This is an optimization exercise on Yosys and OpenROAD, whose aim is small area and a short achievable clock period, not a production implementation. RTL that was checked went through simulation tests only; none was proved equivalent to the original. Power figures rest on the tool's default switching activity, not on a simulated workload.

the reference run:
// EEE_IMGPROC
module EEE_IMGPROC(
	clk,
	reset_n,
	s_chipselect,
	s_read,
	s_write,
	s_readdata,
	s_writedata,
	s_address,
	sink_data,
	sink_valid,
	sink_ready,
	sink_sop,
	sink_eop,
	source_data,
	source_valid,
	source_ready,
	source_sop,
	source_eop,
	mode
);
Size: roughly 4900 cells after synthesis, roughly 830 flip-flops, ~130 I/O pins, ~0.043 mm² of cells after synthesis.
==> flow/config.mk <==
export PLATFORM = sky130hd
export DESIGN_NAME = EEE_IMGPROC
export DESIGN_NICKNAME = EEE_IMGPROC
export VERILOG_FILES = /design/flow/design.v
export SDC_FILE = /design/flow/constraint.sdc
export NUM_CORES = 4
export LEC_CHECK = 0
export ABC_AREA = 1
export CAP_MARGIN = 20
export CORE_MARGIN = 2
export CORE_UTILIZATION = 40
export CTS_BUF_LIST = sky130_fd_sc_hd__clkbuf_4
export SLEW_MARGIN = 20
==> flow/constraint.sdc <==
create_clock -name core_clock -period 30.0 [get_ports {clk}]
set_input_delay 6.0000 -clock core_clock [delete_from_list [all_inputs] [get_ports {clk}]]
set_output_delay 6.0000 -clock core_clock [all_outputs]
set_load 0.01 [all_outputs]
standard.sh (not shown) runs the stock make flow with config.mk's settings and CLKGATE_MAP_FILE= SYNTH_SCRIPT=/design/flow/synth_recipe.tcl, a recipe that flattens the netlist after the stock synthesis.
==> flow/flow/run.sh <==
#!/bin/bash
# Standard layout, with the port buffers made of buf_2 instead of the flow's
# default choice (a slow delay buffer). Each tool's full log is under
# orfs/logs/; make's own output goes to make.log.
set -euo pipefail
bash standard.sh "BUFFER_PORTS_ARGS=-buffer_cell sky130_fd_sc_hd__buf_2" finish > make.log 2>&1
Modified inputs, the trial run compared to the reference run
Settings: a change of CTS_BUF_LIST from sky130_fd_sc_hd__clkbuf_4 to sky130_fd_sc_hd__clkbuf_8.
### Flow results
- Critical path data arrival time: the trial run vs the reference run — no meaningful difference
- For total detailed-routing wirelength, the reference run and the trial run come out practically identical.
- In terms of minimum period implied by the final worst setup slack, the trial run and the reference run differ only marginally.
- Comparing the trial run with the reference run, the clock slew at the register clock pins of the worst setup and hold paths came out essentially unchanged.
- For global-route total usage across every layer, the reference run and the trial run come out practically identical.
- Compared with the reference run, the trial run shows a layout overhead on the synthesized area that is 0.55 points lower.
No run of this note included a check of the RTL's function; only the layout flow was run.

========
old:
EEE_IMGPROC, a different RTL version from the one above (not shown whole).
Size in the first run: ~4100 cells after synthesis, roughly 130 I/O pins.
Settings: LEC_CHECK=0, ABC_AREA=1, CAP_MARGIN=20, CORE_AREA=2 2 331.27 331.27, CTS_CLUSTER_DIAMETER=90, CTS_CLUSTER_SIZE=26, DIE_AREA=0 0 333.27 333.27, SLEW_MARGIN=20; clock period 30.0 ns.
==> flow/flow/run.sh <==
#!/bin/bash
# Standard synthesis; then OpenROAD's restructure for area on its netlist
# (flow/restructure.tcl, registers untouched; its ABC gets the platform's
# liberty less the don't-use cells, written by flow/filter_lib.py); then the
# standard layout, with
# the port buffers made of buf_2 instead of the flow's default (a slow delay
# buffer) and clock tree synthesis without dummy loads. Each tool's full log:
# orfs/logs/ (ORFS steps), make_synth.log and make.log (make's output),
# filter_lib.log, restructure.log and rmp_abc.log (the area recovery).
set -euo pipefail
bash standard.sh synth > make_synth.log 2>&1
mkdir -p rmp
python3 flow/filter_lib.py "$FLOW_HOME/platforms/sky130hd/lib/sky130_fd_sc_hd__tt_025C_1v80.lib" rmp/lib_no_dont_use.lib > filter_lib.log 2>&1
openroad -no_init -exit flow/restructure.tcl > restructure.log 2>&1
touch orfs/results/sky130hd/EEE_IMGPROC/base/1_synth.sdc
bash standard.sh "BUFFER_PORTS_ARGS=-buffer_cell sky130_fd_sc_hd__buf_2" \
  "CTS_ARGS=-sink_clustering_enable -repair_clock_nets -sink_clustering_size 26 -sink_clustering_max_diameter 90 -dont_use_dummy_load" \
  finish > make.log 2>&1
Other scripts of this flow, unchanged in this note and not shown: flow/flow/filter_lib.py, flow/flow/restructure.tcl
Inputs modified between old and new:
-- flow/flow/run.sh --
<<< old, line 6
# the port buffers made of buf_2 instead of the flow's default (a slow delay
# buffer) and clock tree synthesis without dummy loads. Each tool's full log:
# orfs/logs/ (ORFS steps), make_synth.log and make.log (make's output),
>>> new, line 6
# the port buffers made of buf_2 instead of the flow's default (a slow delay
# buffer), clock tree synthesis without dummy loads, and timing repair asked
# for 17.8 ns of setup slack (it then speeds up the path from source_ready
# and sink_valid to sink_ready, the only one that short of it). Each tool's full log:
# orfs/logs/ (ORFS steps), make_synth.log and make.log (make's output),
<<< old, line 15
touch orfs/results/sky130hd/EEE_IMGPROC/base/1_synth.sdc
bash standard.sh "BUFFER_PORTS_ARGS=-buffer_cell sky130_fd_sc_hd__buf_2" \
  "CTS_ARGS=-sink_clustering_enable -repair_clock_nets -sink_clustering_size 26 -sink_clustering_max_diameter 90 -dont_use_dummy_load" \
>>> new, line 17
touch orfs/results/sky130hd/EEE_IMGPROC/base/1_synth.sdc
bash standard.sh "BUFFER_PORTS_ARGS=-buffer_cell sky130_fd_sc_hd__buf_2" "SETUP_SLACK_MARGIN=17.8" \
  "CTS_ARGS=-sink_clustering_enable -repair_clock_nets -sink_clustering_size 26 -sink_clustering_max_diameter 90 -dont_use_dummy_load" \
==> run summary <==
- Changes observed in new relative to old: arrival time at the worst endpoint saw a decrease, clock network power consumption saw little to no change, global-route wire length before repair saw little to no change, final layout net count saw little to no change.
- In terms of detailed-route wire length, old and new differ only marginally.
- Proportion of power drawn by combinational gates delta (new -> old): insignificant
- Between new and old, the difference in power attributed to combinational cells is negligible.
- First-iteration DRC count, new and old: larger value in old

afterwards: timing with drivers on the ports:
The flow's constraints put no driver on any port. The routed layouts listed below were extracted and timed again, unchanged, in two steps. Step 1, drivers: a clkbuf_16 drives clk and a buf_2 each remaining input, both assumed. Step 2 times the ports against the registers' clock, not the clock port: input delays grow and output delays shrink by t, the midpoint of the rising clock arrivals with the driver on. Slacks: no drivers / after step 1 / after step 2; pairs: no drivers / after step 1.
run	t, ns	slack for setup (ns)	worst slew at a driven data input, ns
the reference run	1.148	17.545 / 17.524 / 17.524	0.10
the trial run	0.865	17.544 / 17.523 / 17.523	0.10
old	0.647	17.510 / 17.490 / 17.490	0.21
new	0.651	17.592 / 17.554 / 17.554	0.21
After both steps every run listed still meets setup and hold. The setup slack of new, which loses most, moves by -0.038 ns with the drivers and by -0.038 ns with both steps.
